This design comes from an exercise in tuning for small area and a short achievable clock period on the open sky130 flow, not from production work. The RTL was checked by simulation tests, not by an equivalence proof against the original design.

## flow/design.v (module list and top-level ports; edited modules follow where they fit)
// module Integrator: 909 lines
// module Integrator_fa: 6 lines
// module Integrator_ha: 6 lines
// module Integrator_xor: 5 lines
// module Integrator_maj: 5 lines
// module Integrator_mux: 5 lines
// module Integrator_aoi: 5 lines
// module Integrator_inv: 5 lines
// module Integrator_nand: 5 lines
// module Integrator_nor: 5 lines
// module Integrator_oai: 5 lines
// module Integrator_xnor: 5 lines
module Integrator
          (clk,
           reset,
           In,
           Out);
  // ...
==> flow/flow/run.sh <==
#!/bin/bash
# Layout flow: the standard synthesis and ORFS layout (standard.sh) with two
# changes to how the layout is made:
#  - the input and output ports get plain buffer cells (buffer_ports
#    -buffer_cell) instead of the delay cells buffer_ports picks by itself;
#  - clock tree synthesis adds no dummy loads (-dont_use_dummy_load); the
#    other CTS arguments are the ones ORFS builds from config.mk.
# Each step's full output goes to a log file here (ORFS keeps its own per-step
# logs under orfs/logs).
set -euo pipefail
export BUFFER_PORTS_ARGS="-buffer_cell sky130_fd_sc_hd__buf_2"
export CTS_ARGS="-sink_clustering_enable -repair_clock_nets -sink_clustering_size 30 -sink_clustering_max_diameter 100 -buf_list {sky130_fd_sc_hd__clkbuf_4 sky130_fd_sc_hd__clkbuf_8} -dont_use_dummy_load"
bash standard.sh synth > run_synth.log 2>&1
bash standard.sh > run_layout.log 2>&1
==> flow/standard.sh <==
#!/bin/bash
# synth_recipe.tcl (not shown) runs the flow's synth.tcl, then flattens the netlist and writes it again
# the make line also repeats each setting of config.mk as NAME=value (left out here)
make -C /OpenROAD-flow-scripts/flow DESIGN_CONFIG=/design/flow/config.mk WORK_HOME=/design/flow/orfs CLKGATE_MAP_FILE= SYNTH_SCRIPT=/design/flow/synth_recipe.tcl "${@:-finish}"
==> flow/config.mk <==
export PLATFORM = sky130hd
export DESIGN_NAME = Integrator
export DESIGN_NICKNAME = Integrator
export VERILOG_FILES = /design/flow/design.v
export SDC_FILE = /design/flow/constraint.sdc
export NUM_CORES = 4
export LEC_CHECK = 0
export CAP_MARGIN = 20
export CORE_MARGIN = 2
export CORE_UTILIZATION = 40
export CTS_BUF_LIST = sky130_fd_sc_hd__clkbuf_4 sky130_fd_sc_hd__clkbuf_8
export CTS_CLUSTER_DIAMETER = 100
export CTS_CLUSTER_SIZE = 30
export SETUP_SLACK_MARGIN = 4
export SLEW_MARGIN = 20
export SYNTH_HIERARCHICAL = 1
export SYNTH_MINIMUM_KEEP_SIZE = 0
==> flow/constraint.sdc <==
create_clock -name core_clock -period 14.0 [get_ports {clk}]
set_input_delay 2.8000 -clock core_clock [delete_from_list [all_inputs] [get_ports {clk}]]
set_output_delay 2.8000 -clock core_clock [all_outputs]
set_load 0.01 [all_outputs]
==> summary.txt, run 1 <==
- Clk sinks: 87
- Storage element area: 2180 um^2
- R2R depth: 14
- CP Launch Point: In[6]
- Well Taps: 220
- Crit path to: Out[20]
- # H-tree levels: 3
- Number of flip-flops and latches: 87
- WHS: 352 ps
- Worst setup EP type: primary output
- CP bufs+invs: 4
- CP Data Required Time: 11200 ps
- Worst setup margin: 4530 ps
- Vias: 3679
- Sequential fraction of the synthesis area: 32.2%
- DR iter-0 viols: 168
- Synth top cells by count: fa_1 (137), dfrtp_1 (87), inv_1 (64)
- Share of cells above drive strength 1: 13.8%
- Worst-path clk slew: 70 ps
- Synth warnings: 7
- # IOs: 46
- Final wirelength: 12500 um
- Outcome: complete, no violations
- Non-filler cells in the finished layout: 808
- Max cap viols: 0
==> run 2: changes to the inputs <==
--- a/flow/design.v
+++ b/flow/design.v
@@ -551,308 +551,316 @@
   wire n_177;
   Integrator_inv u_n_177 (.a(g_157), .y(n_177));
   wire g_178;
   Integrator_aoi u_g_178 (.a(t_129), .b(n_177), .c(g_128), .y(g_178));
   wire n_179;
   Integrator_inv u_n_179 (.a(t_158), .y(n_179));
   wire t_180;
   Integrator_nand u_t_180 (.a(t_129), .b(n_179), .y(t_180));
-  wire n_181;
-  Integrator_inv u_n_181 (.a(g_163), .y(n_181));
-  wire g_182;
-  Integrator_oai u_g_182 (.a(mt8_66), .b(n_181), .c(mg8_65), .y(g_182));
+  wire g_181;
+  Integrator_oai u_g_181 (.a(t_140), .b(g_132), .c(g_139), .y(g_181));
+  wire n_182;
+  Integrator_inv u_n_182 (.a(g_163), .y(n_182));
   wire g_183;
-  Integrator_aoi u_g_183 (.a(t_117), .b(g_163), .c(g_116), .y(g_183));
+  Integrator_oai u_g_183 (.a(mt8_66), .b(n_182), .c(mg8_65), .y(g_183));
   wire g_184;
-  Integrator_oai u_g_184 (.a(t_144), .b(n_181), .c(g_143), .y(g_184));
+  Integrator_aoi u_g_184 (.a(t_117), .b(g_163), .c(g_116), .y(g_184));
   wire g_185;
-  Integrator_aoi u_g_185 (.a(n_169), .b(g_163), .c(n_167), .y(g_185));
+  Integrator_oai u_g_185 (.a(t_144), .b(n_182), .c(g_143), .y(g_185));
   wire g_186;
-  Integrator_aoi u_g_186 (.a(t_166), .b(g_163), .c(g_165), .y(g_186));
+  Integrator_aoi u_g_186 (.a(n_169), .b(g_163), .c(n_167), .y(g_186));
   wire g_187;
-  Integrator_oai u_g_187 (.a(t_170), .b(n_181), .c(g_168), .y(g_187));
-  wire g_188;
-  Integrator_aoi u_g_188 (.a(t_172), .b(g_163), .c(g_171), .y(g_188));
+  Integrator_aoi u_g_187 (.a(t_166), .b(g_181), .c(g_165), .y(g_187));
+  wire n_188;
+  Integrator_inv u_n_188 (.a(g_181), .y(n_188));
   wire g_189;
-  Integrator_aoi u_g_189 (.a(t_174), .b(g_163), .c(g_173), .y(g_189));
-  wire t_190;
-  Integrator_nand u_t_190 (.a(t_174), .b(t_164), .y(t_190));
+  Integrator_oai u_g_189 (.a(t_170), .b(n_188), .c(g_168), .y(g_189));
+  wire g_190;
+  Integrator_aoi u_g_190 (.a(t_172), .b(g_181), .c(g_171), .y(g_190));
   wire g_191;
-  Integrator_oai u_g_191 (.a(mt16_90), .b(g_189), .c(mg16_89), .y(g_191));
-  wire n_192;
-  Integrator_inv u_n_192 (.a(g_189), .y(n_192));
+  Integrator_aoi u_g_191 (.a(t_174), .b(g_181), .c(g_173), .y(g_191));
+  wire t_192;
+  Integrator_nand u_t_192 (.a(t_174), .b(t_164), .y(t_192));
   wire g_193;
-  Integrator_aoi u_g_193 (.a(t_125), .b(n_192), .c(g_124), .y(g_193));
+  Integrator_aoi u_g_193 (.a(t_174), .b(g_181), .c(g_173), .y(g_193));
   wire g_194;
-  Integrator_oai u_g_194 (.a(t_156), .b(g_189), .c(g_155), .y(g_194));
-  wire g_195;
-  Integrator_aoi u_g_195 (.a(n_179), .b(n_192), .c(n_177), .y(g_195));
+  Integrator_oai u_g_194 (.a(mt16_90), .b(g_191), .c(mg16_89), .y(g_194));
+  wire n_195;
+  Integrator_inv u_n_195 (.a(g_191), .y(n_195));
   wire g_196;
-  Integrator_aoi u_g_196 (.a(t_176), .b(n_192), .c(g_175), .y(g_196));
+  Integrator_aoi u_g_196 (.a(t_125), .b(n_195), .c(g_124), .y(g_196));
   wire g_197;
-  Integrator_oai u_g_197 (.a(t_180), .b(g_189), .c(g_178), .y(g_197));
-  wire sum1_198;
-  Integrator_xor u_sum1_198 (.a(mp1_43), .b(1'b0), .y(sum1_198));
-  wire sum2_199;
-  Integrator_xor u_sum2_199 (.a(mp2_46), .b(n_131), .y(sum2_199));
-  wire sum3_200;
-  Integrator_xor u_sum3_200 (.a(mp3_49), .b(g_130), .y(sum3_200));
-  wire sum4_201;
-  Integrator_xor u_sum4_201 (.a(mp4_52), .b(n_160), .y(sum4_201));
-  wire sum5_202;
-  Integrator_xor u_sum5_202 (.a(mp5_55), .b(g_159), .y(sum5_202));
-  wire sum6_203;
-  Integrator_xnor u_sum6_203 (.a(mp6_58), .b(g_161), .y(sum6_203));
-  wire sum7_204;
-  Integrator_xor u_sum7_204 (.a(mp7_61), .b(g_162), .y(sum7_204));
-  wire sum8_205;
-  Integrator_xor u_sum8_205 (.a(mp8_64), .b(g_163), .y(sum8_205));
-  wire sum9_206;
-  Integrator_xor u_sum9_206 (.a(mp9_67), .b(g_182), .y(sum9_206));
-  wire sum10_207;
-  Integrator_xnor u_sum10_207 (.a(mp10_70), .b(g_183), .y(sum10_207));
-  wire sum11_208;
-  Integrator_xor u_sum11_208 (.a(mp11_73), .b(g_184), .y(sum11_208));
-  wire sum12_209;
-  Integrator_xnor u_sum12_209 (.a(mp12_76), .b(g_185), .y(sum12_209));
-  wire sum13_210;
-  Integrator_xnor u_sum13_210 (.a(mp13_79), .b(g_186), .y(sum13_210));
-  wire sum14_211;
-  Integrator_xor u_sum14_211 (.a(mp14_82), .b(g_187), .y(sum14_211));
-  wire sum15_212;
-  Integrator_xnor u_sum15_212 (.a(mp15_85), .b(g_188), .y(sum15_212));
-  wire sum16_213;
-  Integrator_xor u_sum16_213 (.a(mp16_88), .b(n_192), .y(sum16_213));
-  wire sum17_214;
-  Integrator_xor u_sum17_214 (.a(mp17_91), .b(g_191), .y(sum17_214));
-  wire sum18_215;
-  Integrator_xnor u_sum18_215 (.a(mp18_94), .b(g_193), .y(sum18_215));
-  wire sum19_216;
-  Integrator_xor u_sum19_216 (.a(mp19_97), .b(g_194), .y(sum19_216));
-  wire sum20_217;
-  Integrator_xnor u_sum20_217 (.a(mp20_100), .b(g_195), .y(sum20_217));
-  wire kt0_218;
-  Integrator_nor u_kt0_218 (.a(ts[0]), .b(tc[0]), .y(kt0_218));
-  wire kt1_219;
-  Integrator_nor u_kt1_219 (.a(ts[1]), .b(tc[1]), .y(kt1_219));
-  wire kt2_220;
-  Integrator_nor u_kt2_220 (.a(ts[2]), .b(tc[2]), .y(kt2_220));
-  wire kt3_221;
-  Integrator_nor u_kt3_221 (.a(ts[3]), .b(tc[3]), .y(kt3_221));
-  wire kt4_222;
-  Integrator_nor u_kt4_222 (.a(ts[4]), .b(tc[4]), .y(kt4_222));
-  wire kt5_223;
-  Integrator_nor u_kt5_223 (.a(ts[5]), .b(tc[5]), .y(kt5_223));
-  wire kt6_224;
-  Integrator_nor u_kt6_224 (.a(ts[6]), .b(tc[6]), .y(kt6_224));
-  wire kt7_225;
-  Integrator_nor u_kt7_225 (.a(ts[7]), .b(tc[7]), .y(kt7_225));
-  wire kt8_226;
-  Integrator_nor u_kt8_226 (.a(ts[8]), .b(tc[8]), .y(kt8_226));
-  wire kt9_227;
-  Integrator_nor u_kt9_227 (.a(ts[9]), .b(tc[9]), .y(kt9_227));
-  wire kt10_228;
-  Integrator_nor u_kt10_228 (.a(ts[10]), .b(tc[10]), .y(kt10_228));
-  wire kt11_229;
-  Integrator_nor u_kt11_229 (.a(ts[11]), .b(tc[11]), .y(kt11_229));
-  wire kt12_230;
-  Integrator_nor u_kt12_230 (.a(ts[12]), .b(tc[12]), .y(kt12_230));
-  wire kt13_231;
-  Integrator_nor u_kt13_231 (.a(ts[13]), .b(tc[13]), .y(kt13_231));
-  wire kt14_232;
-  Integrator_nor u_kt14_232 (.a(ts[14]), .b(tc[14]), .y(kt14_232));
-  wire kt15_233;
-  Integrator_nor u_kt15_233 (.a(ts[15]), .b(tc[15]), .y(kt15_233));
-  wire kt16_234;
-  Integrator_nor u_kt16_234 (.a(ts[16]), .b(tc[16]), .y(kt16_234));
-  wire kt17_235;
-  Integrator_nor u_kt17_235 (.a(ts[17]), .b(tc[17]), .y(kt17_235));
-  wire kt18_236;
-  Integrator_nor u_kt18_236 (.a(ts[18]), .b(tc[18]), .y(kt18_236));
-  wire kt19_237;
-  Integrator_nor u_kt19_237 (.a(ts[19]), .b(tc[19]), .y(kt19_237));
-  wire kg0_238;
-  Integrator_nand u_kg0_238 (.a(ts[0]), .b(tc[0]), .y(kg0_238));
-  wire kg1_239;
-  Integrator_nand u_kg1_239 (.a(ts[1]), .b(tc[1]), .y(kg1_239));
-  wire kg2_240;
-  Integrator_nand u_kg2_240 (.a(ts[2]), .b(tc[2]), .y(kg2_240));
-  wire kg3_241;
-  Integrator_nand u_kg3_241 (.a(ts[3]), .b(tc[3]), .y(kg3_241));
-  wire kg4_242;
-  Integrator_nand u_kg4_242 (.a(ts[4]), .b(tc[4]), .y(kg4_242));
-  wire kg5_243;
-  Integrator_nand u_kg5_243 (.a(ts[5]), .b(tc[5]), .y(kg5_243));
-  wire kg6_244;
-  Integrator_nand u_kg6_244 (.a(ts[6]), .b(tc[6]), .y(kg6_244));
-  wire kg7_245;
-  Integrator_nand u_kg7_245 (.a(ts[7]), .b(tc[7]), .y(kg7_245));
-  wire kg8_246;
-  Integrator_nand u_kg8_246 (.a(ts[8]), .b(tc[8]), .y(kg8_246));
-  wire kg9_247;
-  Integrator_nand u_kg9_247 (.a(ts[9]), .b(tc[9]), .y(kg9_247));
-  wire kg10_248;
-  Integrator_nand u_kg10_248 (.a(ts[10]), .b(tc[10]), .y(kg10_248));
-  wire kg11_249;
-  Integrator_nand u_kg11_249 (.a(ts[11]), .b(tc[11]), .y(kg11_249));
-  wire kg12_250;
-  Integrator_nand u_kg12_250 (.a(ts[12]), .b(tc[12]), .y(kg12_250));
-  wire kg13_251;
-  Integrator_nand u_kg13_251 (.a(ts[13]), .b(tc[13]), .y(kg13_251));
-  wire kg14_252;
-  Integrator_nand u_kg14_252 (.a(ts[14]), .b(tc[14]), .y(kg14_252));
-  wire kg15_253;
-  Integrator_nand u_kg15_253 (.a(ts[15]), .b(tc[15]), .y(kg15_253));
-  wire kg16_254;
-  Integrator_nand u_kg16_254 (.a(ts[16]), .b(tc[16]), .y(kg16_254));
-  wire kg17_255;
-  Integrator_nand u_kg17_255 (.a(ts[17]), .b(tc[17]), .y(kg17_255));
-  wire kg18_256;
-  Integrator_nand u_kg18_256 (.a(ts[18]), .b(tc[18]), .y(kg18_256));
-  wire kg19_257;
-  Integrator_nand u_kg19_257 (.a(ts[19]), .b(tc[19]), .y(kg19_257));
-  wire g_258;
-  Integrator_oai u_g_258 (.a(kt1_219), .b(kg0_238), .c(kg1_239), .y(g_258));
-  wire t_259;
-  Integrator_nor u_t_259 (.a(kt1_219), .b(kt0_218), .y(t_259));
-  wire g_260;
-  Integrator_oai u_g_260 (.a(kt3_221), .b(kg2_240), .c(kg3_241), .y(g_260));
-  wire t_261;
-  Integrator_nor u_t_261 (.a(kt3_221), .b(kt2_220), .y(t_261));
+  Integrator_oai u_g_197 (.a(t_156), .b(g_191), .c(g_155), .y(g_197));
+  wire g_198;
+  Integrator_oai u_g_198 (.a(t_158), .b(g_193), .c(g_157), .y(g_198));
+  wire n_199;
+  Integrator_inv u_n_199 (.a(g_193), .y(n_199));
+  wire g_200;
+  Integrator_aoi u_g_200 (.a(t_176), .b(n_199), .c(g_175), .y(g_200));
+  wire g_201;
+  Integrator_oai u_g_201 (.a(t_180), .b(g_193), .c(g_178), .y(g_201));
+  wire sum1_202;
+  Integrator_xor u_sum1_202 (.a(mp1_43), .b(1'b0), .y(sum1_202));
+  wire sum2_203;
+  Integrator_xor u_sum2_203 (.a(mp2_46), .b(n_131), .y(sum2_203));
+  wire sum3_204;
+  Integrator_xor u_sum3_204 (.a(mp3_49), .b(g_130), .y(sum3_204));
+  wire sum4_205;
+  Integrator_xor u_sum4_205 (.a(mp4_52), .b(n_160), .y(sum4_205));
+  wire sum5_206;
+  Integrator_xor u_sum5_206 (.a(mp5_55), .b(g_159), .y(sum5_206));
+  wire sum6_207;
+  Integrator_xnor u_sum6_207 (.a(mp6_58), .b(g_161), .y(sum6_207));
+  wire sum7_208;
+  Integrator_xor u_sum7_208 (.a(mp7_61), .b(g_162), .y(sum7_208));
+  wire sum8_209;
+  Integrator_xor u_sum8_209 (.a(mp8_64), .b(g_163), .y(sum8_209));
+  wire sum9_210;
+  Integrator_xor u_sum9_210 (.a(mp9_67), .b(g_183), .y(sum9_210));
+  wire sum10_211;
+  Integrator_xnor u_sum10_211 (.a(mp10_70), .b(g_184), .y(sum10_211));
+  wire sum11_212;
+  Integrator_xor u_sum11_212 (.a(mp11_73), .b(g_185), .y(sum11_212));
+  wire sum12_213;
+  Integrator_xnor u_sum12_213 (.a(mp12_76), .b(g_186), .y(sum12_213));
+  wire sum13_214;
+  Integrator_xnor u_sum13_214 (.a(mp13_79), .b(g_187), .y(sum13_214));
+  wire sum14_215;
+  Integrator_xor u_sum14_215 (.a(mp14_82), .b(g_189), .y(sum14_215));
+  wire sum15_216;
+  Integrator_xnor u_sum15_216 (.a(mp15_85), .b(g_190), .y(sum15_216));
+  wire sum16_217;
+  Integrator_xor u_sum16_217 (.a(mp16_88), .b(n_195), .y(sum16_217));
+  wire sum17_218;
+  Integrator_xor u_sum17_218 (.a(mp17_91), .b(g_194), .y(sum17_218));
+  wire sum18_219;
+  Integrator_xnor u_sum18_219 (.a(mp18_94), .b(g_196), .y(sum18_219));
+  wire sum19_220;
+  Integrator_xor u_sum19_220 (.a(mp19_97), .b(g_197), .y(sum19_220));
+  wire sum20_221;
+  Integrator_xor u_sum20_221 (.a(mp20_100), .b(g_198), .y(sum20_221));
+  wire kt0_222;
+  Integrator_nor u_kt0_222 (.a(ts[0]), .b(tc[0]), .y(kt0_222));
+  wire kt1_223;
+  Integrator_nor u_kt1_223 (.a(ts[1]), .b(tc[1]), .y(kt1_223));
+  wire kt2_224;
+  Integrator_nor u_kt2_224 (.a(ts[2]), .b(tc[2]), .y(kt2_224));
+  wire kt3_225;
+  Integrator_nor u_kt3_225 (.a(ts[3]), .b(tc[3]), .y(kt3_225));
+  wire kt4_226;
+  Integrator_nor u_kt4_226 (.a(ts[4]), .b(tc[4]), .y(kt4_226));
+  wire kt5_227;
+  Integrator_nor u_kt5_227 (.a(ts[5]), .b(tc[5]), .y(kt5_227));
+  wire kt6_228;
+  Integrator_nor u_kt6_228 (.a(ts[6]), .b(tc[6]), .y(kt6_228));
+  wire kt7_229;
+  Integrator_nor u_kt7_229 (.a(ts[7]), .b(tc[7]), .y(kt7_229));
+  wire kt8_230;
+  Integrator_nor u_kt8_230 (.a(ts[8]), .b(tc[8]), .y(kt8_230));
+  wire kt9_231;
+  Integrator_nor u_kt9_231 (.a(ts[9]), .b(tc[9]), .y(kt9_231));
+  wire kt10_232;
+  Integrator_nor u_kt10_232 (.a(ts[10]), .b(tc[10]), .y(kt10_232));
+  wire kt11_233;
+  Integrator_nor u_kt11_233 (.a(ts[11]), .b(tc[11]), .y(kt11_233));
+  wire kt12_234;
+  Integrator_nor u_kt12_234 (.a(ts[12]), .b(tc[12]), .y(kt12_234));
+  wire kt13_235;
+  Integrator_nor u_kt13_235 (.a(ts[13]), .b(tc[13]), .y(kt13_235));
+  wire kt14_236;
+  Integrator_nor u_kt14_236 (.a(ts[14]), .b(tc[14]), .y(kt14_236));
+  wire kt15_237;
+  Integrator_nor u_kt15_237 (.a(ts[15]), .b(tc[15]), .y(kt15_237));
+  wire kt16_238;
+  Integrator_nor u_kt16_238 (.a(ts[16]), .b(tc[16]), .y(kt16_238));
+  wire kt17_239;
+  Integrator_nor u_kt17_239 (.a(ts[17]), .b(tc[17]), .y(kt17_239));
+  wire kt18_240;
+  Integrator_nor u_kt18_240 (.a(ts[18]), .b(tc[18]), .y(kt18_240));
+  wire kt19_241;
+  Integrator_nor u_kt19_241 (.a(ts[19]), .b(tc[19]), .y(kt19_241));
+  wire kg0_242;
+  Integrator_nand u_kg0_242 (.a(ts[0]), .b(tc[0]), .y(kg0_242));
+  wire kg1_243;
+  Integrator_nand u_kg1_243 (.a(ts[1]), .b(tc[1]), .y(kg1_243));
+  wire kg2_244;
+  Integrator_nand u_kg2_244 (.a(ts[2]), .b(tc[2]), .y(kg2_244));
+  wire kg3_245;
+  Integrator_nand u_kg3_245 (.a(ts[3]), .b(tc[3]), .y(kg3_245));
+  wire kg4_246;
+  Integrator_nand u_kg4_246 (.a(ts[4]), .b(tc[4]), .y(kg4_246));
+  wire kg5_247;
+  Integrator_nand u_kg5_247 (.a(ts[5]), .b(tc[5]), .y(kg5_247));
+  wire kg6_248;
+  Integrator_nand u_kg6_248 (.a(ts[6]), .b(tc[6]), .y(kg6_248));
+  wire kg7_249;
+  Integrator_nand u_kg7_249 (.a(ts[7]), .b(tc[7]), .y(kg7_249));
+  wire kg8_250;
+  Integrator_nand u_kg8_250 (.a(ts[8]), .b(tc[8]), .y(kg8_250));
+  wire kg9_251;
+  Integrator_nand u_kg9_251 (.a(ts[9]), .b(tc[9]), .y(kg9_251));
+  wire kg10_252;
+  Integrator_nand u_kg10_252 (.a(ts[10]), .b(tc[10]), .y(kg10_252));
+  wire kg11_253;
+  Integrator_nand u_kg11_253 (.a(ts[11]), .b(tc[11]), .y(kg11_253));
+  wire kg12_254;
+  Integrator_nand u_kg12_254 (.a(ts[12]), .b(tc[12]), .y(kg12_254));
+  wire kg13_255;
+  Integrator_nand u_kg13_255 (.a(ts[13]), .b(tc[13]), .y(kg13_255));
+  wire kg14_256;
+  Integrator_nand u_kg14_256 (.a(ts[14]), .b(tc[14]), .y(kg14_256));
+  wire kg15_257;
+  Integrator_nand u_kg15_257 (.a(ts[15]), .b(tc[15]), .y(kg15_257));
+  wire kg16_258;
+  Integrator_nand u_kg16_258 (.a(ts[16]), .b(tc[16]), .y(kg16_258));
+  wire kg17_259;
+  Integrator_nand u_kg17_259 (.a(ts[17]), .b(tc[17]), .y(kg17_259));
+  wire kg18_260;
+  Integrator_nand u_kg18_260 (.a(ts[18]), .b(tc[18]), .y(kg18_260));
+  wire kg19_261;
+  Integrator_nand u_kg19_261 (.a(ts[19]), .b(tc[19]), .y(kg19_261));
   wire g_262;
-  Integrator_oai u_g_262 (.a(kt5_223), .b(kg4_242), .c(kg5_243), .y(g_262));
+  Integrator_oai u_g_262 (.a(kt1_223), .b(kg0_242), .c(kg1_243), .y(g_262));
   wire t_263;
-  Integrator_nor u_t_263 (.a(kt5_223), .b(kt4_222), .y(t_263));
+  Integrator_nor u_t_263 (.a(kt1_223), .b(kt0_222), .y(t_263));
   wire g_264;
-  Integrator_oai u_g_264 (.a(kt7_225), .b(kg6_244), .c(kg7_245), .y(g_264));
+  Integrator_oai u_g_264 (.a(kt3_225), .b(kg2_244), .c(kg3_245), .y(g_264));
   wire t_265;
-  Integrator_nor u_t_265 (.a(kt7_225), .b(kt6_224), .y(t_265));
+  Integrator_nor u_t_265 (.a(kt3_225), .b(kt2_224), .y(t_265));
   wire g_266;
-  Integrator_oai u_g_266 (.a(kt9_227), .b(kg8_246), .c(kg9_247), .y(g_266));
+  Integrator_oai u_g_266 (.a(kt5_227), .b(kg4_246), .c(kg5_247), .y(g_266));
   wire t_267;
-  Integrator_nor u_t_267 (.a(kt9_227), .b(kt8_226), .y(t_267));
+  Integrator_nor u_t_267 (.a(kt5_227), .b(kt4_226), .y(t_267));
   wire g_268;
-  Integrator_oai u_g_268 (.a(kt11_229), .b(kg10_248), .c(kg11_249), .y(g_268));
+  Integrator_oai u_g_268 (.a(kt7_229), .b(kg6_248), .c(kg7_249), .y(g_268));
   wire t_269;
-  Integrator_nor u_t_269 (.a(kt11_229), .b(kt10_228), .y(t_269));
+  Integrator_nor u_t_269 (.a(kt7_229), .b(kt6_228), .y(t_269));
   wire g_270;
-  Integrator_oai u_g_270 (.a(kt13_231), .b(kg12_250), .c(kg13_251), .y(g_270));
+  Integrator_oai u_g_270 (.a(kt9_231), .b(kg8_250), .c(kg9_251), .y(g_270));
   wire t_271;
-  Integrator_nor u_t_271 (.a(kt13_231), .b(kt12_230), .y(t_271));
+  Integrator_nor u_t_271 (.a(kt9_231), .b(kt8_230), .y(t_271));
   wire g_272;
-  Integrator_oai u_g_272 (.a(kt15_233), .b(kg14_252), .c(kg15_253), .y(g_272));
+  Integrator_oai u_g_272 (.a(kt11_233), .b(kg10_252), .c(kg11_253), .y(g_272));
   wire t_273;
-  Integrator_nor u_t_273 (.a(kt15_233), .b(kt14_232), .y(t_273));
+  Integrator_nor u_t_273 (.a(kt11_233), .b(kt10_232), .y(t_273));
   wire g_274;
-  Integrator_oai u_g_274 (.a(kt17_235), .b(kg16_254), .c(kg17_255), .y(g_274));
+  Integrator_oai u_g_274 (.a(kt13_235), .b(kg12_254), .c(kg13_255), .y(g_274));
   wire t_275;
-  Integrator_nor u_t_275 (.a(kt17_235), .b(kt16_234), .y(t_275));
+  Integrator_nor u_t_275 (.a(kt13_235), .b(kt12_234), .y(t_275));
   wire g_276;
-  Integrator_oai u_g_276 (.a(kt19_237), .b(kg18_256), .c(kg19_257), .y(g_276));
+  Integrator_oai u_g_276 (.a(kt15_237), .b(kg14_256), .c(kg15_257), .y(g_276));
   wire t_277;
-  Integrator_nor u_t_277 (.a(kt19_237), .b(kt18_236), .y(t_277));
+  Integrator_nor u_t_277 (.a(kt15_237), .b(kt14_236), .y(t_277));
   wire g_278;
-  Integrator_aoi u_g_278 (.a(t_261), .b(g_258), .c(g_260), .y(g_278));
+  Integrator_oai u_g_278 (.a(kt17_239), .b(kg16_258), .c(kg17_259), .y(g_278));
   wire t_279;
-  Integrator_nand u_t_279 (.a(t_261), .b(t_259), .y(t_279));
+  Integrator_nor u_t_279 (.a(kt17_239), .b(kt16_238), .y(t_279));
   wire g_280;
-  Integrator_aoi u_g_280 (.a(t_265), .b(g_262), .c(g_264), .y(g_280));
+  Integrator_oai u_g_280 (.a(kt19_241), .b(kg18_260), .c(kg19_261), .y(g_280));
   wire t_281;
-  Integrator_nand u_t_281 (.a(t_265), .b(t_263), .y(t_281));
+  Integrator_nor u_t_281 (.a(kt19_241), .b(kt18_240), .y(t_281));
   wire g_282;
-  Integrator_aoi u_g_282 (.a(t_269), .b(g_266), .c(g_268), .y(g_282));
+  Integrator_aoi u_g_282 (.a(t_265), .b(g_262), .c(g_264), .y(g_282));
   wire t_283;
-  Integrator_nand u_t_283 (.a(t_269), .b(t_267), .y(t_283));
+  Integrator_nand u_t_283 (.a(t_265), .b(t_263), .y(t_283));
   wire g_284;
-  Integrator_aoi u_g_284 (.a(t_273), .b(g_270), .c(g_272), .y(g_284));
+  Integrator_aoi u_g_284 (.a(t_269), .b(g_266), .c(g_268), .y(g_284));
   wire t_285;
-  Integrator_nand u_t_285 (.a(t_273), .b(t_271), .y(t_285));
+  Integrator_nand u_t_285 (.a(t_269), .b(t_267), .y(t_285));
   wire g_286;
-  Integrator_aoi u_g_286 (.a(t_277), .b(g_274), .c(g_276), .y(g_286));
+  Integrator_aoi u_g_286 (.a(t_273), .b(g_270), .c(g_272), .y(g_286));
   wire t_287;
-  Integrator_nand u_t_287 (.a(t_277), .b(t_275), .y(t_287));
+  Integrator_nand u_t_287 (.a(t_273), .b(t_271), .y(t_287));
   wire g_288;
-  Integrator_oai u_g_288 (.a(t_281), .b(g_278), .c(g_280), .y(g_288));
+  Integrator_aoi u_g_288 (.a(t_277), .b(g_274), .c(g_276), .y(g_288));
   wire t_289;
-  Integrator_nor u_t_289 (.a(t_281), .b(t_279), .y(t_289));
+  Integrator_nand u_t_289 (.a(t_277), .b(t_275), .y(t_289));
   wire g_290;
-  Integrator_oai u_g_290 (.a(t_285), .b(g_282), .c(g_284), .y(g_290));
+  Integrator_aoi u_g_290 (.a(t_281), .b(g_278), .c(g_280), .y(g_290));
   wire t_291;
-  Integrator_nor u_t_291 (.a(t_285), .b(t_283), .y(t_291));
+  Integrator_nand u_t_291 (.a(t_281), .b(t_279), .y(t_291));
   wire g_292;
-  Integrator_aoi u_g_292 (.a(t_291), .b(g_288), .c(g_290), .y(g_292));
+  Integrator_oai u_g_292 (.a(t_285), .b(g_282), .c(g_284), .y(g_292));
   wire t_293;
-  Integrator_nand u_t_293 (.a(t_291), .b(t_289), .y(t_293));
-  wire n_294;
-  Integrator_inv u_n_294 (.a(t_283), .y(n_294));
-  wire n_295;
-  Integrator_inv u_n_295 (.a(g_282), .y(n_295));
+  Integrator_nor u_t_293 (.a(t_285), .b(t_283), .y(t_293));
+  wire g_294;
+  Integrator_oai u_g_294 (.a(t_289), .b(g_286), .c(g_288), .y(g_294));
+  wire t_295;
+  Integrator_nor u_t_295 (.a(t_289), .b(t_287), .y(t_295));
   wire g_296;
-  Integrator_aoi u_g_296 (.a(n_294), .b(g_288), .c(n_295), .y(g_296));
+  Integrator_aoi u_g_296 (.a(t_295), .b(g_292), .c(g_294), .y(g_296));
   wire t_297;
-  Integrator_nand u_t_297 (.a(n_294), .b(t_289), .y(t_297));
-  wire g_298;
-  Integrator_oai u_g_298 (.a(t_287), .b(g_292), .c(g_286), .y(g_298));
+  Integrator_nand u_t_297 (.a(t_295), .b(t_293), .y(t_297));
+  wire n_298;
+  Integrator_inv u_n_298 (.a(t_287), .y(n_298));
   wire n_299;
-  Integrator_inv u_n_299 (.a(g_278), .y(n_299));
+  Integrator_inv u_n_299 (.a(g_286), .y(n_299));
   wire g_300;
-  Integrator_aoi u_g_300 (.a(t_263), .b(n_299), .c(g_262), .y(g_300));
-  wire n_301;
-  Integrator_inv u_n_301 (.a(t_279), .y(n_301));
-  wire t_302;
-  Integrator_nand u_t_302 (.a(t_263), .b(n_301), .y(t_302));
-  wire g_303;
-  Integrator_aoi u_g_303 (.a(t_267), .b(g_288), .c(g_266), .y(g_303));
-  wire t_304;
-  Integrator_nand u_t_304 (.a(t_267), .b(t_289), .y(t_304));
+  Integrator_aoi u_g_300 (.a(n_298), .b(g_292), .c(n_299), .y(g_300));
+  wire t_301;
+  Integrator_nand u_t_301 (.a(n_298), .b(t_293), .y(t_301));
+  wire g_302;
+  Integrator_oai u_g_302 (.a(t_291), .b(g_296), .c(g_290), .y(g_302));
+  wire n_303;
+  Integrator_inv u_n_303 (.a(g_282), .y(n_303));
+  wire g_304;
+  Integrator_aoi u_g_304 (.a(t_267), .b(n_303), .c(g_266), .y(g_304));
   wire n_305;
-  Integrator_inv u_n_305 (.a(g_296), .y(n_305));
-  wire g_306;
-  Integrator_aoi u_g_306 (.a(t_271), .b(n_305), .c(g_270), .y(g_306));
-  wire n_307;
-  Integrator_inv u_n_307 (.a(t_297), .y(n_307));
+  Integrator_inv u_n_305 (.a(t_283), .y(n_305));
+  wire t_306;
+  Integrator_nand u_t_306 (.a(t_267), .b(n_305), .y(t_306));
+  wire g_307;
+  Integrator_aoi u_g_307 (.a(t_271), .b(g_292), .c(g_270), .y(g_307));
   wire t_308;
-  Integrator_nand u_t_308 (.a(t_271), .b(n_307), .y(t_308));
+  Integrator_nand u_t_308 (.a(t_271), .b(t_293), .y(t_308));
   wire n_309;
-  Integrator_inv u_n_309 (.a(g_292), .y(n_309));
+  Integrator_inv u_n_309 (.a(g_300), .y(n_309));
   wire g_310;
   Integrator_aoi u_g_310 (.a(t_275), .b(n_309), .c(g_274), .y(g_310));
   wire n_311;
-  Integrator_inv u_n_311 (.a(t_293), .y(n_311));
+  Integrator_inv u_n_311 (.a(t_301), .y(n_311));
   wire t_312;
   Integrator_nand u_t_312 (.a(t_275), .b(n_311), .y(t_312));
   wire n_313;
-  Integrator_inv u_n_313 (.a(g_258), .y(n_313));
+  Integrator_inv u_n_313 (.a(g_296), .y(n_313));
   wire g_314;
-  Integrator_oai u_g_314 (.a(kt2_220), .b(n_313), .c(kg2_240), .y(g_314));
-  wire g_315;
-  Integrator_oai u_g_315 (.a(kt4_222), .b(g_278), .c(kg4_242), .y(g_315));
-  wire g_316;
-  Integrator_oai u_g_316 (.a(kt6_224), .b(g_300), .c(kg6_244), .y(g_316));
+  Integrator_aoi u_g_314 (.a(t_279), .b(n_313), .c(g_278), .y(g_314));
+  wire n_315;
+  Integrator_inv u_n_315 (.a(t_297), .y(n_315));
+  wire t_316;
+  Integrator_nand u_t_316 (.a(t_279), .b(n_315), .y(t_316));
   wire n_317;
-  Integrator_inv u_n_317 (.a(g_288), .y(n_317));
+  Integrator_inv u_n_317 (.a(g_262), .y(n_317));
   wire g_318;
-  Integrator_oai u_g_318 (.a(kt8_226), .b(n_317), .c(kg8_246), .y(g_318));
+  Integrator_oai u_g_318 (.a(kt2_224), .b(n_317), .c(kg2_244), .y(g_318));
   wire g_319;
-  Integrator_oai u_g_319 (.a(kt10_228), .b(g_303), .c(kg10_248), .y(g_319));
+  Integrator_oai u_g_319 (.a(kt4_226), .b(g_282), .c(kg4_246), .y(g_319));
   wire g_320;
-  Integrator_oai u_g_320 (.a(kt12_230), .b(g_296), .c(kg12_250), .y(g_320));
-  wire g_321;
-  Integrator_oai u_g_321 (.a(kt14_232), .b(g_306), .c(kg14_252), .y(g_321));
+  Integrator_oai u_g_320 (.a(kt6_228), .b(g_304), .c(kg6_248), .y(g_320));
+  wire n_321;
+  Integrator_inv u_n_321 (.a(g_292), .y(n_321));
   wire g_322;
-  Integrator_oai u_g_322 (.a(kt16_234), .b(g_292), .c(kg16_254), .y(g_322));
+  Integrator_oai u_g_322 (.a(kt8_230), .b(n_321), .c(kg8_250), .y(g_322));
   wire g_323;
-  Integrator_oai u_g_323 (.a(kt18_236), .b(g_310), .c(kg18_256), .y(g_323));
-  wire flip = (ts[20] ^ tc[20]) | (g_298 ^ ts[20]);
-  wire pf_324;
-  Integrator_xor u_pf_324 (.a(mp21_103), .b(flip), .y(pf_324));
-  wire top_325;
-  Integrator_xnor u_top_325 (.a(pf_324), .b(g_196), .y(top_325));
-  wire [21:0] y = {top_325, sum20_217, sum19_216, sum18_215, sum17_214, sum16_213, sum15_212, sum14_211, sum13_210, sum12_209, sum11_208, sum10_207, sum9_206, sum8_205, sum7_204, sum6_203, sum5_202, sum4_201, sum3_200, sum2_199, sum1_198, ra0_1};
+  Integrator_oai u_g_323 (.a(kt10_232), .b(g_307), .c(kg10_252), .y(g_323));
+  wire g_324;
+  Integrator_oai u_g_324 (.a(kt12_234), .b(g_300), .c(kg12_254), .y(g_324));
+  wire g_325;
+  Integrator_oai u_g_325 (.a(kt14_236), .b(g_310), .c(kg14_256), .y(g_325));
+  wire g_326;
+  Integrator_oai u_g_326 (.a(kt16_238), .b(g_296), .c(kg16_258), .y(g_326));
+  wire g_327;
+  Integrator_oai u_g_327 (.a(kt18_240), .b(g_314), .c(kg18_260), .y(g_327));
+  wire flip = (ts[20] ^ tc[20]) | (g_302 ^ ts[20]);
+  wire pf_328;
+  Integrator_xor u_pf_328 (.a(mp21_103), .b(flip), .y(pf_328));
+  wire top_329;
+  Integrator_xnor u_top_329 (.a(pf_328), .b(g_200), .y(top_329));
+  wire [21:0] y = {top_329, sum20_221, sum19_220, sum18_219, sum17_218, sum16_217, sum15_216, sum14_215, sum13_214, sum12_213, sum11_212, sum10_211, sum9_210, sum8_209, sum7_208, sum6_207, sum5_206, sum4_205, sum3_204, sum2_203, sum1_202, ra0_1};
   wire [20:0] v_next;
   assign v_next[0] = x1[0];
   wire vk1;
   assign v_next[1] = x1[1] ^ x[0];
   assign vk1 = x1[1] | ~x[0];
   wire vk2;
   Integrator_fa u_vl2 (.a(x1[2]), .b(~x[1]), .c(vk1), .s(v_next[2]), .co(vk2));
   wire vk3;
==> flow/config.mk (replaced) <==
export PLATFORM = sky130hd
export DESIGN_NAME = Integrator
export DESIGN_NICKNAME = Integrator
export VERILOG_FILES = /design/flow/design.v
export SDC_FILE = /design/flow/constraint.sdc
export NUM_CORES = 4
export LEC_CHECK = 0
export CAP_MARGIN = 20
export CORE_MARGIN = 2
export CORE_UTILIZATION = 55
export CTS_BUF_LIST = sky130_fd_sc_hd__clkbuf_4 sky130_fd_sc_hd__clkbuf_8
export CTS_CLUSTER_DIAMETER = 100
export CTS_CLUSTER_SIZE = 30
export PLACE_DENSITY = 0.8
export SETUP_SLACK_MARGIN = 4
export SLEW_MARGIN = 20
export SYNTH_HIERARCHICAL = 1
export SYNTH_MINIMUM_KEEP_SIZE = 0
==> summary.txt, run 2 <==
- Outcome: complete, no violations
- Syn Inst Count: 552
- Synth area leader: fa_1
- DP Worst Slack: 4590 ps
- Std cell rows: 40
- Largest registers: y1 x22, y2 x22
- Fmax: 0.106 GHz
- Drt wl/cell: 17.1 um
- CTS tree: yes
- CP bufs+invs: 3 (-1)
- Post-synth EDFFs: 0
- Hpwl dp: 10700 um
- CTS Buffer Depth: 2
- Initial antenna violation count: 0
- Fin crit period: 9450 ps
- Multi-input logic area: 4200 um^2
- Final wirelength: 12600 um (+0.79%)
- Vias per cell: 5.21
- Final setup violation count: 0
- Mapped Area: 6760 um^2
- Critical path class: in2out
- Sequential fraction of the synthesis area: 32.2% (-0.048 points)
- Clk sinks: 87 (unchanged)
- CP max-delay cell: fa_1
- Unrepaired setup endpoints after global routing: no
- Worst EP arrival: 6650 ps
- Period Utilization, post-route: 67.5%
- Avg Synthesized Cell Area: 12.2 um^2
- # IOs: 46 (unchanged)
- First-pass GRT wire length: 21800 um
- Placed insts: 728
- Vias in the first global route: 4398
- Max FO, Critical Path: 4
- Initial Util: 56.3%
- CP peak stage delay: 580 ps
- CP Data Required Time: 11200 ps (about the same)
- Post-CTS Setup Bufs: 0
- Total CTS buffers: 9
- Max cap viols: 0 (unchanged)
- Critical path, cell by cell: buf_2 -> inv_1 -> fa_1 -> fa_1 -> fa_1 -> fa_1 -> nor2_1 -> nor2_1 -> nand2_1 -> nor2_1 -> a21oi_2 -> o21ai_1 -> xor2_1 -> buf_2
- Antenna Diode Count: 0
- First-pass detailed-route iteration total: 4
- Top-count cell post-synth: fa_1
- Share of cells above drive strength 1: 13.7% (-0.047 points)
- Netlist cell types: 14
- Die Span Y: 115 um
- Die area: 13200 um^2
- CP most frequent cell: fa_1
- R2R setup slack: 8290 ps
- Hold Violations, Final: 0
- Clk_skew: 24.0 ps
- Max-slew violation count: 0
- Synth Flop Type: dfrtp_1
- Final-layout fill cell count: 933
- Die Wd: 115 um
- Synth warnings: 7 (unchanged)
- Setup TNS Final: 0 ps
- Grt total ovfl: 0
- CTS resizes: 0
- Routability Congestion: 0.867
- Nets: 767
- Worst setup margin: 4550 ps (+21.0 ps)
- Async S/R FF share, synth: 100%
- Tightest Pin Transition: 794 ps
- WHS: 351 ps (-1.77 ps)
- Setup crit start kind: input pin
- Post-synth top area share: 40.6%
- Area growth, synth to finish: 5.88%
- Storage element area: 2180 um^2 (unchanged)
- # H-tree levels: 3 (unchanged)
- Largest net degree at the start of global routing: 88
- Worst setup EP type: primary output
- Synth top cells by count: fa_1 (137), dfrtp_1 (87), inv_1 (64)
- Top post-synthesis cells by area: fa_1 (41%), dfrtp_1 (32%), xor2_1 (4.7%)
- Post-CTS Hold Buffers: 0
- Hold Crit Class: reg2reg
- CTS root buf: clkbuf_8
- Max-slew headroom: 47.1%
- Vias: 3840 (+4.4%)
- Antenna viol nets, final: 0
- Non-filler cells in the finished layout: 737 (-8.8%)
- Cell family with most CP delay: adder cells
- # DRC: 0
- Input/output buffers: 44
- Most common cell after layout, fill and taps aside: fa_1
- Dpl cell area: 7030 um^2
- Insertion delay to the later sink of the worst-skew pair: 380 ps
- Core ar.: 12000 um^2
- Number of synthesized register bits: 87
- Overall routing resource usage: 22.2%
- Worst-path clk slew: 70 ps (about the same)
- Commonest non-fill, non-tap cells in the layout: fa_1 (137), dfrtp_1 (87), inv_1 (63), nor2_1 (63), nand2_1 (53)
- Design Area, Final: 7160 um^2
- DR iter-0 viols: 208 (+24%)
[run 2: cell count changes after synthesis, sizes merged]
cell	delta
xnor2	-1
o21ai	+2
xor2	+1
[run 2: metal layers]
metal | vias up | GRT usage, % | routed length, um
met4 | 0 | 4.74 | 85
met5 | - | 0 | 0
li1 | 1719 | - | -
met1 | 2037 | 30.4 | 5330
met2 | 76 | 36.5 | 6600
met3 | 8 | 5.85 | 554
[run 2: worst paths after layout]
kind / start / cells past startpoint / end
setup / recovery: In[6] / 14 / Out[17]
hold / removal: y1[11] / 0 / y2[11]
setup reg to reg: vc / 14 / y1[21]
hold reg to reg: y1[11] / 0 / y2[11]
max in group asynchronous: reset / 3 / y1[1]
min in group asynchronous: reset / 3 / y1[7]
[run 2: through the flow]
step	utilization (%)
floorplan	-
global placement	58.5
detailed placement	58.5
CTS	59.6
global route	59.6
finish	59.6
[run 2: cell families (layout without fill, tap and decap cells)]
| logic type | after synthesis | in the layout | synth area share [%] |
|---|---|---|---|
| adder cells (fa/ha/maj) | 151 | 151 | 43.2 |
| AND/OR/NAND/NOR | 118 | 118 | 6.61 |
| flip-flops | 87 | 87 | 32.2 |
| buffers and inverters | 86 | 118 | 6.00 |
| AO/OA/AOI/OAI | 63 | 63 | 6.11 |
| XOR/XNOR | 45 | 45 | 5.83 |
| other | 2 | 8 | 0.111 |
[run 2: final cells by class]
cell class,count,area share [%]
clock buffers,9,1.73
inverters,64,3.37
multi-input cells,385,58.7
flip-flops and latches,87,30.4
well taps,147,2.57
repair buffers,45,3.23
[run 2: Yosys stat by module (local to each module, per instance), excerpt]
module | cells inside | flops+latches | area [um^2] | copies in the design
Integrator_xnor | 1 | 0 | 8.76 | 7
Integrator_oai | 1 | 0 | 5.00 | 37
Integrator_inv | 1 | 0 | 3.75 | 18
Integrator | 163 | 87 | 2570 | 1
Integrator_fa | 1 | 0 | 20.0 | 137
Integrator_aoi | 1 | 0 | 8.76 | 26
Integrator_ha | 1 | 0 | 12.5 | 13
==> run 3: changes to the inputs <==
--- a/flow/config.mk
+++ b/flow/config.mk
@@ -7,11 +7,11 @@
 export LEC_CHECK = 0
 export CAP_MARGIN = 20
 export CORE_MARGIN = 2
-export CORE_UTILIZATION = 55
+export CORE_UTILIZATION = 40
 export CTS_BUF_LIST = sky130_fd_sc_hd__clkbuf_4 sky130_fd_sc_hd__clkbuf_8
 export CTS_CLUSTER_DIAMETER = 100
 export CTS_CLUSTER_SIZE = 30
-export PLACE_DENSITY = 0.8
+export PLACE_DENSITY = 0.93
 export SETUP_SLACK_MARGIN = 4
 export SLEW_MARGIN = 20
 export SYNTH_HIERARCHICAL = 1
==> summary.txt, run 3 <==
- Crit path to: Out[18]
- Input/output buffers: 44 (unchanged)
- Post-CTS Setup Bufs: 0 (unchanged)
- CP most frequent cell: fa_1
- DR iter-0 viols: 243 (+17%)
- Synth Flop Type: dfrtp_1
- Tightest Pin Transition: 707 ps (-87.2 ps)
- Vias: 3893 (+1.4%)
- Worst-path clk slew: 80 ps (about the same)
- Post-synth top area share: 40.6% (unchanged)
- Mapped Area: 6760 um^2 (unchanged)
- Antenna viol nets, final: 0 (unchanged)
- Top-count cell post-synth: fa_1
- CTS tree: yes
- Synth top cells by count: fa_1 (137), dfrtp_1 (87), inv_1 (64)
- CP peak stage delay: 590 ps (about the same)
- DP Worst Slack: 4600 ps (+4.15 ps)
- Fmax: 0.106 GHz (+0.11%)
- Die Wd: 134 um (+17%)
- Drt wl/cell: 17.1 um (about the same)
- CTS resizes: 0 (unchanged)
- Insertion delay to the later sink of the worst-skew pair: 370 ps (about the same)
- Overall routing resource usage: 17.3% (-4.9 points)
- Largest registers: y1 x22, y2 x22
- CP Launch Point: In[6]
- Worst setup margin: 4560 ps (+10.4 ps)
- Initial antenna violation count: 1 (+1)
- Share of cells above drive strength 1: 13.7% (unchanged)
- R2R setup slack: 8220 ps (-70 ps)
- Hold Violations, Final: 0 (unchanged)
- Clk sinks: 87 (unchanged)
- First-pass GRT wire length: 23500 um (+7.7%)
- Die area: 18000 um^2 (+36%)
- Commonest non-fill, non-tap cells in the layout: fa_1 (137), dfrtp_1 (87), inv_1 (63), nor2_1 (63), nand2_1 (53)
- Max-slew headroom: 52.9% (+5.8 points)
- Routability Congestion: 0.874 (+0.83%)
- Largest net degree at the start of global routing: 56 (-36%)
- First-pass detailed-route iteration total: 4 (unchanged)
- Post-synth EDFFs: 0 (unchanged)
- Storage element area: 2180 um^2 (unchanged)
- # DRC: 0 (unchanged)
- CTS Buffer Depth: 2 (unchanged)
- Worst flop-to-flop path startpoint: vc
- Hold Crit Class: reg2reg
- Clk_skew: 24.0 ps (+0.0120 ps)
- CTS root buf: clkbuf_8
- Critical path class: in2out
- Fin crit period: 9440 ps (-10.4 ps)
- Cell family with most CP delay: adder cells
- Sequential fraction of the synthesis area: 32.2% (unchanged)
- Final setup violation count: 0 (unchanged)
- CP bufs+invs: 4 (+1)
- Vias in the first global route: 4565 (+3.8%)
- Final-layout fill cell count: 1442 (+55%)
- R2R depth: 16 (+2)
- Synth warnings: 7 (unchanged)
- Total CTS buffers: 9 (unchanged)
- Vias per cell: 4.80 (-7.9%)
- Most common cell after layout, fill and taps aside: fa_1
- Syn Inst Count: 552 (unchanged)
- Worst path depth: 15 (+1)
- Final wirelength: 13800 um (+10%)
- Critical path, cell by cell: buf_2 -> inv_1 -> fa_1 -> fa_1 -> fa_1 -> fa_1 -> nor2_1 -> nor2_1 -> nand2_1 -> nor2_1 -> a21oi_2 -> inv_1 -> a21oi_2 -> xnor2_1 -> buf_2
- # IOs: 46 (unchanged)
- Worst setup EP type: primary output
- Outcome: complete, no violations
- Netlist cell types: 14 (unchanged)
- Die Span Y: 134 um (+17%)
- Hpwl dp: 11600 um (+8.4%)
- Max-slew violation count: 0 (unchanged)
- Area growth, synth to finish: 7.22%
- Reg-to-Reg End: y1[18]
- Core ar.: 16500 um^2 (+38%)
- Max cap viols: 0 (unchanged)
- Top post-synthesis cells by area: fa_1 (41%), dfrtp_1 (32%), xor2_1 (4.7%)
- Number of synthesized register bits: 87 (unchanged)
- Unrepaired setup endpoints after global routing: no
- Worst EP arrival: 6640 ps (about the same)
- Avg Synthesized Cell Area: 12.2 um^2 (unchanged)
- Setup crit start kind: input pin
- Period Utilization, post-route: 67.4% (-0.074 points)
- Std cell rows: 47 (+18%)
- Post-CTS Hold Buffers: 0 (unchanged)
- Grt total ovfl: 0 (unchanged)
- # H-tree levels: 3 (unchanged)
- Synth area leader: fa_1
- Multi-input logic area: 4200 um^2 (unchanged)
- Setup TNS Final: 0 ps (unchanged)
- Initial Util: 40.9% (-15 points)
- Nets: 767 (unchanged)
- Async S/R FF share, synth: 100% (unchanged)
- CP Data Required Time: 11200 ps (about the same)
- CP max-delay cell: fa_1
- Max FO, Critical Path: 4 (unchanged)
-- run 3: changes by cell type in the layout (fill, tap and decap cells not counted) --
cell,previous run,this run
diode_2,0,1
buf_6,1,0
buf_4,0,1
-- run 3: area by class of cell --
cell class / instances / share of cell area (%)
timing repair buffer: 45 / 3.14
clock buffer: 9 / 1.71
antenna: 1 / 0.0345
multi-input combinational: 385 / 58.0
inverter: 64 / 3.33
tap: 220 / 3.80
sequential: 87 / 30.0
-- run 3: Yosys stat by module, one instance, submodules excluded --
module           flip-flops and latches  cells inside  copies in the design
Integrator_ha                         0             1                    13
Integrator_xor                        0             1                    36
Integrator_aoi                        0             1                    26
Integrator_nand                       0             1                    53
Integrator_fa                         0             1                   137
Integrator_oai                        0             1                    37
Integrator_xnor                       0             1                     7
Integrator                           87           163                     1
Integrator_nor                        0             1                    62
Integrator_inv                        0             1                    18
-- run 3: routing by layer --
layer  vias up  GRT usage [%]  part of all wire, %
met5         -              0                    0
met4         0           6.84                  3.3
met3        32           2.83                  2.8
met2       101           30.6                   54
met1      2036           21.3                   40
li1       1724              -                    -
-- run 3: metrics by stage --
step	hold WS, ps	instances	util [%]	cell area, um^2
2_1_floorplan	331	558	-	6780
3_3_place_gp	332	801	43.1	7120
3_5_place_dp	336	801	43.1	7120
4_1_cts	353	810	43.9	7250
5_1_grt	352	811	43.9	7250
6_report	349	811	43.9	7250
-- run 3: worst register-to-register path: stages, from the launching register on --
cell     delay (ps)
dfrtp_1         670
fa_1            530
fa_1            460
fa_1            420
fa_1            490
ha_1            330
fa_1            570
fa_1            490
fa_1            570
nor2_1           70
nor2_1          170
nand2_1         100
nor2_1          220
a21oi_2         120
inv_1           130
a21oi_2          70
xnor2_1         270
-- run 3: worst min path at each step --
stage,endpoint,cells past startpoint,start
after global routing,y2[4],0,y1[4]
after detailed placement,y2[11],0,y1[11]
after global placement,y2[10],0,y1[10]
after floorplan,y2[0],0,y1[0]
final,y2[4],0,y1[4]
after CTS,y2[11],0,y1[11]
-- run 3: kinds of logic (layout without fill, tap and decap cells) --
group           after synthesis  after routing  synth area share (%)
compound gates               63             63                  6.11
xor+xnor                     45             45                  5.83
fa+ha+maj                   151            151                  43.2
buf+inv                      86            118                  6.00
flops                        87             87                  32.2
other cells                   2              9                 0.111
simple gates                118            118                  6.61
==> run 4: changes to the inputs <==
--- a/flow/config.mk
+++ b/flow/config.mk
@@ -11,7 +11,6 @@
 export CTS_BUF_LIST = sky130_fd_sc_hd__clkbuf_4 sky130_fd_sc_hd__clkbuf_8
 export CTS_CLUSTER_DIAMETER = 100
 export CTS_CLUSTER_SIZE = 30
-export PLACE_DENSITY = 0.93
 export SETUP_SLACK_MARGIN = 4
 export SLEW_MARGIN = 20
 export SYNTH_HIERARCHICAL = 1
==> summary.txt, run 4 <==
- Outcome: complete, no violations
- CTS tree: yes
- Post-CTS Setup Bufs: 0 (unchanged)
- Synth Flop Type: dfrtp_1
- Hold Crit Class: reg2reg
- CP Data Required Time: 11200 ps (about the same)
- Worst-path clk slew: 60 ps (-20 ps)
- Core Util, Final: 43.9% (about the same)
- CTS resizes: 0 (unchanged)
- Synth warnings: 7 (unchanged)
- Hpwl dp: 10800 um (-6.7%)
- Area growth, synth to finish: 7.18% (about the same)
- Avg Synthesized Cell Area: 12.2 um^2 (unchanged)
- Post-CTS Hold Buffers: 0 (unchanged)
- Max-slew headroom: 53.0% (+0.10 points)
- Commonest non-fill, non-tap cells in the layout: fa_1 (137), dfrtp_1 (87), inv_1 (63), nor2_1 (63), nand2_1 (53)
- Vias per cell: 4.62 (-3.8%)
- Synth top cells by count: fa_1 (137), dfrtp_1 (87), inv_1 (64)
- Final setup violation count: 0 (unchanged)
- Async S/R FF share, synth: 100% (unchanged)
- Antenna viol nets, final: 0 (unchanged)
- Critical path, cell by cell: buf_2 -> inv_1 -> fa_1 -> fa_1 -> fa_1 -> fa_1 -> nor2_1 -> nor2_1 -> nand2_1 -> nor2_1 -> a21oi_2 -> o21ai_1 -> xor2_1 -> buf_2
- Largest net degree at the start of global routing: 49 (-13%)
- Synth area leader: fa_1
- Hold Violations, Final: 0 (unchanged)
- Clk sinks: 87 (unchanged)
- Worst setup margin: 4620 ps (+58.3 ps)
- Vias in the first global route: 4331 (-5.1%)
- Core ar.: 16500 um^2 (unchanged)
- DR iter-0 viols: 116 (-52%)
- Std cell rows: 47 (unchanged)
- Worst EP arrival: 6580 ps (-60 ps)
- Grt total ovfl: 0 (unchanged)
- First-pass detailed-route iteration total: 4 (unchanged)
- CTS root buf: clkbuf_8
- Mapped Area: 6760 um^2 (unchanged)
- R2R depth: 15 (-1)
- Tightest Pin Transition: 701 ps (-6.27 ps)
- Critical path class: in2out
- Period Utilization, post-route: 67.0% (-0.42 points)
- Max cap viols: 0 (unchanged)
- CP peak stage delay: 570 ps (-20 ps)
- Unrepaired setup endpoints after global routing: no
- Clk_skew: 36.6 ps (+12.7 ps)
- Crit path to: Out[19]
- Final wirelength: 12200 um (-12%)
- WHS: 347 ps (-1.86 ps)
- Die area: 18000 um^2 (unchanged)
- Share of cells above drive strength 1: 13.7% (unchanged)
- Initial Util: 40.9% (unchanged)
- Worst flop-to-flop path startpoint: vc
- Syn Inst Count: 552 (unchanged)
- Nets: 767 (unchanged)
- CTS Buffer Depth: 2 (unchanged)
- # H-tree levels: 3 (unchanged)
- Drt wl/cell: 15.1 um (-11%)
- Largest registers: y1 x22, y2 x22
- Input/output buffers: 44 (unchanged)
- Setup crit start kind: input pin
- Die Span Y: 134 um (unchanged)
- CP max-delay cell: fa_1
- Fmax: 0.107 GHz (+0.62%)
- Insertion delay to the later sink of the worst-skew pair: 380 ps (about the same)
- Top-count cell post-synth: fa_1
- Max-slew violation count: 0 (unchanged)
- First-pass GRT wire length: 21800 um (-7.1%)
- Initial antenna violation count: 0 (-1)
- Fin crit period: 9380 ps (-58.3 ps)
- CP most frequent cell: fa_1
- Most common cell after layout, fill and taps aside: fa_1
- Top post-synthesis cells by area: fa_1 (41%), dfrtp_1 (32%), xor2_1 (4.7%)
- Post-synth EDFFs: 0 (unchanged)
- Max FO, Critical Path: 4 (unchanged)
- Routability Congestion: 0.868 (-0.65%)
- Sequential fraction of the synthesis area: 32.2% (unchanged)
- DP Worst Slack: 4630 ps (+36.6 ps)
- # IOs: 46 (unchanged)
- Setup TNS Final: 0 ps (unchanged)
- Overall routing resource usage: 15.9% (-1.4 points)
- Antenna Diode Count: 0 (-1)
- # DRC: 0 (unchanged)
- Worst setup EP type: primary output
- Netlist cell types: 14 (unchanged)
- Post-synth top area share: 40.6% (unchanged)
- CP Launch Point: In[9]
- Reg-to-Reg End: y1[19]
- Die Wd: 134 um (unchanged)
- Number of synthesized register bits: 87 (unchanged)
- R2R setup slack: 8390 ps (+170 ps)
- Total CTS buffers: 9 (unchanged)
- Vias: 3739 (-4.0%)
## run 4: cell types whose count changed in the layout (fill, tap and decap cells not counted)
cell     before  now
diode_2       1    0
## run 4: layout make-up
| class | instances | area [um^2] |
|---|---|---|
| fillers | 1534 | 9280 |
| multi-input cells | 385 | 4200 |
| flip-flops and latches | 87 | 2180 |
| well taps | 220 | 275 |
| inverters | 64 | 241 |
| repair buffers | 45 | 228 |
| clock buffers | 9 | 124 |
## run 4: how the worst min path moves through the flow
stage / start / to / cells past startpoint
2_1_floorplan: y1[0] / y2[0] / 0
3_3_place_gp: y1[19] / y2[19] / 0
3_5_place_dp: y1[3] / y2[3] / 0
4_1_cts: y1[1] / y2[1] / 0
5_1_grt: y1[8] / y2[8] / 0
6_report: y1[1] / y2[1] / 0
## run 4: kinds of logic after synthesis
kind of cell | count (synthesis) | share of synthesized area, %
compound gates | 63 | 6.11
xor+xnor | 45 | 5.83
fa+ha+maj | 151 | 43.2
buf+inv | 86 | 6.00
flops | 87 | 32.2
other cells | 2 | 0.111
simple gates | 118 | 6.61
## run 4: modules after synthesis (local to each module, per instance)
module           flip-flops and latches  area (um^2)
Integrator_aoi                        0         8.76
Integrator_nor                        0         3.75
Integrator_xnor                       0         8.76
Integrator_xor                        0         8.76
Integrator_inv                        0         3.75
Integrator                           87         2570
Integrator_fa                         0         20.0
Integrator_nand                       0         3.75
Integrator_oai                        0         5.00
Integrator_ha                         0         12.5
## run 4: per-layer routing
metal,vias up,track usage [%],share of wire (%)
met5,-,0,0
met4,0,4.21,1.5
met3,11,3.51,3.9
met1,1948,21.1,43
li1,1720,-,-
met2,60,26.6,51
## run 4: worst max-delay path, delay by kind of cell
kind                     cells  cell delay [ps]
adder cells (fa/ha/maj)      4             2040
AND/OR/NAND/NOR              4              640
buffers and inverters        3              550
AO/OA/AOI/OAI                2              320
XOR/XNOR                     1              230
## run 4: metrics by stage
stage | std cells | instance area, um^2
after floorplan | 558 | 6780
after global placement | 801 | 7120
after detailed placement | 801 | 7120
after CTS | 810 | 7250
after global routing | 810 | 7250
final | 810 | 7250
==> run 5: changes to the inputs <==
--- a/flow/config.mk
+++ b/flow/config.mk
@@ -11,6 +11,7 @@
 export CTS_BUF_LIST = sky130_fd_sc_hd__clkbuf_4 sky130_fd_sc_hd__clkbuf_8
 export CTS_CLUSTER_DIAMETER = 100
 export CTS_CLUSTER_SIZE = 30
+export PLACE_DENSITY = 0.85
 export SETUP_SLACK_MARGIN = 4
 export SLEW_MARGIN = 20
 export SYNTH_HIERARCHICAL = 1
==> summary.txt, run 5 <==
- Outcome: complete, no violations
- CP bufs+invs: 4 (+1)
- Commonest non-fill, non-tap cells in the layout: fa_1 (137), dfrtp_1 (87), inv_1 (63), nor2_1 (63), nand2_1 (53)
- CTS root buf: clkbuf_8
- Hold EP: y2[19]
- # H-tree levels: 3 (unchanged)
- Hold Crit Class: reg2reg
- Cell family with most CP delay: adder cells
- Die Wd: 134 um (unchanged)
- CTS Buffer Depth: 2 (unchanged)
- Avg Synthesized Cell Area: 12.2 um^2 (unchanged)
- Clk sinks: 87 (unchanged)
- Multi-input logic area: 4200 um^2 (unchanged)
- Vias: 3841 (+2.7%)
- CP peak stage delay: 590 ps (+20 ps)
- # IOs: 46 (unchanged)
- Max FO, Critical Path: 4 (unchanged)
- Insertion delay to the later sink of the worst-skew pair: 370 ps (about the same)
- Tightest Pin Transition: 810 ps (+110 ps)
- Syn Inst Count: 552 (unchanged)
- Final wirelength: 12900 um (+5.4%)
- Final-layout fill cell count: 1434 (-6.5%)
- Post-synth top area share: 40.6% (unchanged)
- Grt total ovfl: 0 (unchanged)
- Largest registers: y1 x22, y2 x22
- Top post-synthesis cells by area: fa_1 (41%), dfrtp_1 (32%), xor2_1 (4.7%)
- First-pass detailed-route iteration total: 4 (unchanged)
- Input/output buffers: 44 (unchanged)
- Critical path class: in2out
- DR iter-0 viols: 225 (+94%)
- Clk_skew: 23.7 ps (-12.9 ps)
- R2R depth: 15 (unchanged)
- Synth warnings: 7 (unchanged)
- Post-CTS Setup Bufs: 0 (unchanged)
- Synth area leader: fa_1
- Period Utilization, post-route: 66.9% (-0.14 points)
- Post-CTS Hold Buffers: 0 (unchanged)
- Max-slew violation count: 0 (unchanged)
- Post-synth EDFFs: 0 (unchanged)
- Most common cell after layout, fill and taps aside: fa_1
- Final setup violation count: 0 (unchanged)
- Reg-to-Reg End: y1[17]
- # DRC: 0 (unchanged)
- Share of cells above drive strength 1: 13.7% (unchanged)
- Total CTS buffers: 9 (unchanged)
- Initial Util: 40.9% (unchanged)
[run 5: area by class of cell]
cell class | instances | share of cell area, %
tap | 220 | 3.80
multi-input combinational | 385 | 57.9
antenna | 1 | 0.0345
sequential | 87 | 30.0
clock buffer | 9 | 1.71
inverter | 64 | 3.33
timing repair buffer | 45 | 3.19
[run 5: Yosys stat by module (local to each module, per instance), a selection]
module	flops+latches	copies in the design	cell area, um^2
Integrator_nor	0	62	3.75
Integrator_nand	0	53	3.75
Integrator_inv	0	18	3.75
Integrator_fa	0	137	20.0
Integrator	87	1	2570
Integrator_xor	0	36	8.76
Integrator_oai	0	37	5.00
[run 5: kinds of logic (layout without fill, tap and decap cells)]
group | count (synthesis) | in the layout | synth area share (%)
adder cells (fa/ha/maj) | 151 | 151 | 43.2
AND/OR/NAND/NOR | 118 | 118 | 6.61
flip-flops | 87 | 87 | 32.2
buffers and inverters | 86 | 118 | 6.00
AO/OA/AOI/OAI | 63 | 63 | 6.11
XOR/XNOR | 45 | 45 | 5.83
other | 2 | 9 | 0.111
[run 5: worst max-delay path by stage]
stage / startpoint / depth (start not counted) / to / slack [ps]
floorplan: In[13] / 14 / Out[18] / 5170
global placement: In[6] / 15 / Out[18] / 4700
detailed placement: In[13] / 14 / Out[20] / 4630
CTS: In[13] / 15 / Out[18] / 4590
global route: In[13] / 14 / Out[19] / 4330
finish: In[13] / 15 / Out[18] / 4640
[run 5: per-stage QoR]
stage | area (um^2) | util, % | hold WS [ps] | worst slack [ps]
after global placement | 7120 | 43.1 | 332 | 4700
final | 7250 | 43.9 | 342 | 4640
after floorplan | 6780 | - | 331 | 5170
after detailed placement | 7120 | 43.1 | 336 | 4630
after global routing | 7250 | 43.9 | 349 | 4330
after CTS | 7250 | 43.9 | 344 | 4590
[run 5: per-layer routing]
layer	up-vias	track usage, %	share of wire [%]
li1	1730	-	-
met1	1993	21.5	41
met2	96	27.2	52
met3	22	3.44	4.4
met4	0	6.43	2.5
met5	-	0	0
[run 5: worst register-to-register path: cells and delay by family, from the launching register on]
kind / cells / cell delay (ps)
adders and majority gates: 8 / 3870
DFF: 1 / 640
xor gates and xnor gates: 1 / 210
and+or+nand+nor: 3 / 320
AOI/OAI and AO/OA: 3 / 510

## what the ideal ports hide
How much do the figures lean on ideal ports? The routed layouts below were timed once more, with nothing changed but the port constraints.
Step 1 assumes that a clkbuf_16 drives the clock port and a buf_2 every other input.
Step 2, shift: input delay + t, output delay - t, t = (earliest + latest rising clock arrival at the registers) / 2. This alone moves slack from input paths to output paths.
Three values: ideal, step 1, step 2; two values: the first two.
| run | t, ns | slack for setup (ns) | worst setup path after step 2 | clock arrival spread, ns | cell pins on the clock port's net |
|---|---|---|---|---|---|
| run 1 | 0.402 | 4.527 / 4.504 / 4.504 | input to output | 0.025 / 0.025 | 1 |
| run 2 | 0.401 | 4.548 / 4.529 / 4.529 | input to output | 0.024 / 0.025 | 1 |
| run 3 | 0.390 | 4.558 / 4.530 / 4.530 | input to output | 0.025 / 0.025 | 1 |
| run 4 | 0.402 | 4.616 / 4.598 / 4.598 | input to output | 0.038 / 0.039 | 1 |
| run 5 | 0.394 | 4.636 / 4.610 / 4.610 | input to output | 0.025 / 0.025 | 1 |
After both steps every run listed still meets setup and hold. The setup slack of run 3, which loses most, moves by -0.028 ns with the drivers and by -0.028 ns with both steps.
